This design comes from an exercise in tuning for small area on the open sky130 flow, not from production work. Function was checked by simulation only, so behaviour that the tests miss may differ from the original.

== v29 ==
==> flow/design.v <==
`default_nettype none
module led_fa(input a, input b, input c, output s, output co);
	assign s = a ^ b ^ c;
	assign co = (a & b) | (c & (a ^ b));
endmodule
module led_ha(input a, input b, output s, output co);
	assign s = a ^ b;
	assign co = a & b;
endmodule
module led_slice #(parameter U0 = 0) (    
	input clk,
	input rot,
	input rotn,    
	input run,
	input runn,    
	input l,
	input cu_i,
	input cdn_i,
	output cu_o,
	output cdn_o
);
	reg u, dn, zn;
	wire su, sdn;
	generate if (U0) begin : h
		led_ha fu (u, l, su, cu_o);
	end else begin : f
		led_fa fu (u, l, cu_i, su, cu_o);
	end endgenerate
	led_fa fd (dn, l, cdn_i, sdn, cdn_o);
	always @(posedge clk) begin
		u <= ~rotn & ~zn | run & su;
		dn <= (~rot | ~su) & (runn | sdn);
		zn <= (rotn | sdn) & (runn | zn);
	end
endmodule
module rgb_led(
	input  clk,
	input  rst,
	input  tick,
	output [10:0] ledc,
	output [2:0] leda
);
	reg rst_d, tick_d;
	always @(posedge clk) begin
		rst_d <= rst;
		tick_d <= tick;
	end
	reg [16:0] g0;
	reg [16:8] g1;
	reg g1z;
	reg lapped0, lapped1, wrap1;
	reg [1:0] laps0, laps1;
	wire wrap0 = ~rst & tick & g0[16];
	always @(posedge clk) begin
		g0 <= rst ? 17'd0 : ~tick ? g0 : g0[16] ? 17'd0 : g0 + 17'd1;
		g1 <= g0[16:8];
		g1z <= ~|g0[15:0];
		lapped0 <= ~rst & (lapped0 | wrap0);
		laps0 <= rst ? 2'd0 : ~wrap0 ? laps0 : (laps0 == 2'd2) ? 2'd0 : laps0 + 2'd1;
		lapped1 <= lapped0;
		laps1 <= laps0;
		wrap1 <= wrap0;
	end
	wire [2:0] iu [0:10];
	wire [2:0] id [0:10];
	wire [10:0] cu, cd;
	localparam [11*17-1:0] SOFFS = {17'd47661, 17'd29788, 17'd11915, 17'd59577, 17'd41704, 17'd23830, 17'd5957, 17'd53619, 17'd35746, 17'd17873, 17'd0};
	localparam [11*2-1:0] SSTARTS = {2'd2, 2'd2, 2'd2, 2'd1, 2'd1, 2'd1, 2'd1, 2'd0, 2'd0, 2'd0, 2'd0};
	genvar i, j;
	generate for (i = 0; i < 11; i = i + 1) begin : ledcyc
		localparam [16:0] SOFFSET = SOFFS[17*i +: 17];
		localparam [1:0] SSTART = SSTARTS[2*i +: 2];
		localparam LO = 8;
		localparam HI = 16 - LO;
		localparam [16:0] LAST = 17'd65536 - SOFFSET;    
		localparam [15:0] K1 = SOFFSET;                   
		localparam [15:0] K2 = SOFFSET - 1;               
		reg w0, w1;
		wire done0 = (g0 == LAST);     
		always @(posedge clk) begin
			if (rst) begin
				w0 <= 1'b0;
			end else if (tick) begin
				if (done0) begin
					w0 <= (SOFFSET != 0);
				end else if (g0[16]) begin
					w0 <= 1'b0;
				end
			end
			w1 <= w0;
		end
		wire first0 = ~lapped0 & ~w0;
		wire first1 = ~lapped1 & ~w1;
		localparam [1:0] P0 = SSTART;
		localparam [1:0] P1 = SSTART == 2'd2 ? 2'd0 : SSTART + 2'd1;
		localparam [1:0] P2 = SSTART == 2'd0 ? 2'd2 : SSTART - 2'd1;
		wire [1:0] ph =     
			laps1 == 2'd0 ? (w1 ? P1 : P0) :
			laps1 == 2'd1 ? (w1 ? P2 : P1) : (w1 ? P0 : P2);
		wire [15:0] k0 = {16{~first0}} & (w0 ? K2 : K1);
		wire [15:0] k1 = {16{~first1}} & (w1 ? K2 : K1);
		wire [16:0] cl;
		wire [15:0] lv;
		wire [LO:0] lv0;
		reg l_mid, cl_mid;
		assign cl[0] = 1'b0;
		for (j = 0; j < 16; j = j + 1) begin : gl
			wire ga = j <= LO ? g0[j] : g1[j];
			wire kb = j <= LO ? k0[j] : k1[j];
			wire ci = j == LO + 1 ? cl_mid : cl[j];
			wire s;
			if (SOFFSET == 0) begin : z
				assign s = ga;
				assign cl[j+1] = 1'b0;
			end else if (j == 0) begin : b0
				if (K1[0] | (K2[0] & (SOFFSET != 0))) begin : h
					led_ha ha (ga, kb, s, cl[j+1]);
				end else begin : w
					assign s = ga;
					assign cl[j+1] = 1'b0;
				end
			end else if (K1[j] | (K2[j] & (SOFFSET != 0))) begin : f
				led_fa fa (ga, kb, ci, s, cl[j+1]);
			end else begin : h
				led_ha ha (ga, ci, s, cl[j+1]);
			end
			if (j <= LO) begin : lo
				assign lv0[j] = s;
				if (j < LO) begin : lo2
					assign lv[j] = s;
				end else begin : mid
					assign lv[j] = l_mid;
				end
			end else begin : hi
				assign lv[j] = s;
			end
		end
		wire chg_n = ~rst & tick & done0;        
		wire chg = SOFFSET == 0 ? wrap1 : w0 & ~w1;     
		wire lo_rot = ~rst & chg_n;
		wire lo_run = ~rst & ~chg_n;
		wire hi_rot = ~rst_d & chg;
		wire hi_run = ~rst_d & ~chg;
		wire [16:0] cuc, cdc;     
		reg cu_mid, cd_mid;
		assign cuc[0] = 1'b0;
		assign cdc[0] = ~first0;     
		for (j = 0; j < 16; j = j + 1) begin : gs
			if (j < LO) begin : lo
				led_slice #(.U0(j == 0)) sl (clk, lo_rot, ~lo_rot, lo_run, ~lo_run, lv[j],
					cuc[j], cdc[j], cuc[j+1], cdc[j+1]);
			end else begin : hi
				led_slice sl (clk, hi_rot, ~hi_rot, hi_run, ~hi_run, lv[j],
					j == LO ? cu_mid : cuc[j], j == LO ? cd_mid : cdc[j],
					cuc[j+1], cdc[j+1]);
			end
		end
		always @(posedge clk) begin
			l_mid <= lv0[LO];
			cl_mid <= cl[LO+1];
			cu_mid <= cuc[LO];
			cd_mid <= cdc[LO];
		end
		assign cu[i] = cuc[16];
		assign cd[i] = ~cdc[16];
		wire zf = first1 & g1z;
		assign iu[i] = {ph == 2'd0, ph == 2'd2, ph == 2'd1};
		assign id[i] = {ph == 2'd1, ph == 2'd0, ph == 2'd2} & {3{~zf}};
	end endgenerate
	reg [9:0] timer;
	reg [1:0] col;
	wire t0 = ~|timer[8:0];
	wire tz = t0 & ~timer[9];
	always @(posedge clk) begin
		if (rst) begin
			timer <= 0;
			col <= 2'd3;
		end else begin
			timer <= {timer[8:0], timer[9] ^ timer[6] ^ t0};
			case (col)
				2'd3: col <= 2'd0;
				2'd0: if (tz) col <= 2'd1;
				2'd1: if (tz) col <= 2'd2;
				default: if (tz) col <= 2'd0;
			endcase
		end
	end
	wire [2:0] leda_w = {col == 2'd2, col == 2'd1, col[1] == col[0]};
	localparam R = 0, G = 1, B = 2;
	localparam [21:0] MAP0 = {2'd1, 2'd1, 2'd0, 2'd0, 2'd2, 2'd2, 2'd1, 2'd2, 2'd1, 2'd2, 2'd1};
	localparam [21:0] MAP1 = {2'd0, 2'd0, 2'd1, 2'd1, 2'd0, 2'd0, 2'd0, 2'd0, 2'd0, 2'd0, 2'd0};
	localparam [21:0] MAP2 = {2'd2, 2'd2, 2'd2, 2'd2, 2'd1, 2'd1, 2'd2, 2'd1, 2'd2, 2'd1, 2'd2};
	reg [10:0] led_out_latch;
	wire [10:0] latch_n;
	generate for (i = 0; i < 11; i = i + 1) begin : gled
		wire [2:0] u = iu[i];
		wire [2:0] d = id[i];
		wire su = leda_w[0] & u[MAP0[2*i +: 2]] | leda_w[1] & u[MAP1[2*i +: 2]] | leda_w[2] & u[MAP2[2*i +: 2]];
		wire sd = leda_w[0] & d[MAP0[2*i +: 2]] | leda_w[1] & d[MAP1[2*i +: 2]] | leda_w[2] & d[MAP2[2*i +: 2]];
		wire su_r = su & ~rst, sd_r = sd & ~rst, one = rst_d & ~rst;
		assign latch_n[i] = su_r & cu[i] | sd_r & cd[i] | one;
	end endgenerate
	always @(posedge clk)
		led_out_latch <= latch_n;
	assign ledc = led_out_latch;
	assign leda = leda_w;
endmodule  
make LEC_CHECK=0 CAP_MARGIN=20 CORE_MARGIN=2 CORE_UTILIZATION=78 CTS_BUF_LIST=sky130_fd_sc_hd__clkbuf_8 CTS_CLUSTER_DIAMETER=70 CTS_CLUSTER_SIZE=16 GPL_TIMING_DRIVEN=0 PLACE_DENSITY=0.82 SLEW_MARGIN=20 SYNTH_HIERARCHICAL=1 SYNTH_MINIMUM_KEEP_SIZE=0 finish   # period 5.0 ns
run.sh (not shown) runs the stock make flow with config.mk's settings and CLKGATE_MAP_FILE= SYNTH_SCRIPT=/design/flow/synth_recipe.tcl, a recipe that flattens the netlist after the stock synthesis.
v29: flow completed, timing, DRC and antenna clean
> inputs changed (v29 -> v39)
# v29
export LEC_CHECK = 0
export CAP_MARGIN = 20
export CORE_MARGIN = 2
export CORE_UTILIZATION = 78
export CTS_BUF_LIST = sky130_fd_sc_hd__clkbuf_8
export CTS_CLUSTER_DIAMETER = 70
export CTS_CLUSTER_SIZE = 16
export GPL_TIMING_DRIVEN = 0
export PLACE_DENSITY = 0.82
export SLEW_MARGIN = 20
export SYNTH_HIERARCHICAL = 1
export SYNTH_MINIMUM_KEEP_SIZE = 0
create_clock -name core_clock -period 5.0 [get_ports {clk}]
# v39
export LEC_CHECK = 0
export CAP_MARGIN = 20
export CORE_MARGIN = 2
export CORE_UTILIZATION = 72
export CTS_BUF_LIST = sky130_fd_sc_hd__clkbuf_8
export CTS_CLUSTER_DIAMETER = 60
export CTS_CLUSTER_SIZE = 18
export GPL_TIMING_DRIVEN = 0
export PLACE_DENSITY = 0.8
export SLEW_MARGIN = 20
export SYNTH_HIERARCHICAL = 1
export SYNTH_MINIMUM_KEEP_SIZE = 0
create_clock -name core_clock -period 5.0 [get_ports {clk}]
## What came out
- The flow did not stop early for v39: all stages ran, and the layout cleared the timing, DRC and antenna checks.
- Routed length on met2: v39 vs v29 down 400 µm
- v29 reports its capturing element of the worst setup path as ledcyc[3].gs[7].lo.sl.zn while v39 reports led_out_latch[8].
- As far as critical path buffer and inverter count goes, v39 and v29 are indistinguishable; the numbers are identical.
- Number of nets in the final layout across v39 and v29: no real change.
- The run showing the smaller final core utilization is v39.
Changes in v30 relative to v39:
# v39
export LEC_CHECK = 0
export CAP_MARGIN = 20
export CORE_MARGIN = 2
export CORE_UTILIZATION = 72
export CTS_BUF_LIST = sky130_fd_sc_hd__clkbuf_8
export CTS_CLUSTER_DIAMETER = 60
export CTS_CLUSTER_SIZE = 18
export GPL_TIMING_DRIVEN = 0
export PLACE_DENSITY = 0.8
export SLEW_MARGIN = 20
export SYNTH_HIERARCHICAL = 1
export SYNTH_MINIMUM_KEEP_SIZE = 0
create_clock -name core_clock -period 5.0 [get_ports {clk}]
# v30
export LEC_CHECK = 0
export CAP_MARGIN = 20
export CORE_MARGIN = 2
export CORE_UTILIZATION = 72
export CTS_BUF_LIST = sky130_fd_sc_hd__clkbuf_8
export CTS_CLUSTER_DIAMETER = 70
export CTS_CLUSTER_SIZE = 16
export GPL_TIMING_DRIVEN = 0
export PLACE_DENSITY = 0.8
export SLEW_MARGIN = 20
export SYNTH_HIERARCHICAL = 1
export SYNTH_MINIMUM_KEEP_SIZE = 0
create_clock -name core_clock -period 5.0 [get_ports {clk}]
Notes after the runs:
Going from v39 to v30, total wire length after detailed routing saw an increase; hold slack saw an increase.
Worst-case setup slack after placement: v39 vs v30 identical
Looking at number of clock buffer instances in the layout, v30 sits below v39.

[static timing again, ports no longer ideal]
The results above use ideal ports. As a check the final layouts listed here were re-extracted and re-timed, cells and wires unchanged. Step 1 sets driving cells, clkbuf_16 on the clock port and buf_2 on the other inputs (assumed; they add their load-dependent delay and slew). Step 2 also shifts input and output timing later by t, the mid clock arrival at the registers, as if the neighbouring blocks saw the same clock. Three values: ideal, step 1, step 2; two values: the first two.
run	t, ns	setup WS [ns]	hold WS [ns]	worst setup path after step 2	clock arrival spread, ns
v29	0.708	0.145 / 0.145 / 0.145	0.346 / 0.346 / 0.346	register to register	0.032 / 0.031
v39	0.714	0.101 / 0.101 / 0.101	0.333 / 0.333 / 0.333	register to register	0.034 / 0.035
v30	0.714	0.123 / 0.123 / 0.123	0.344 / 0.344 / 0.344	register to register	0.036 / 0.036
After both steps every run listed still meets setup and hold.
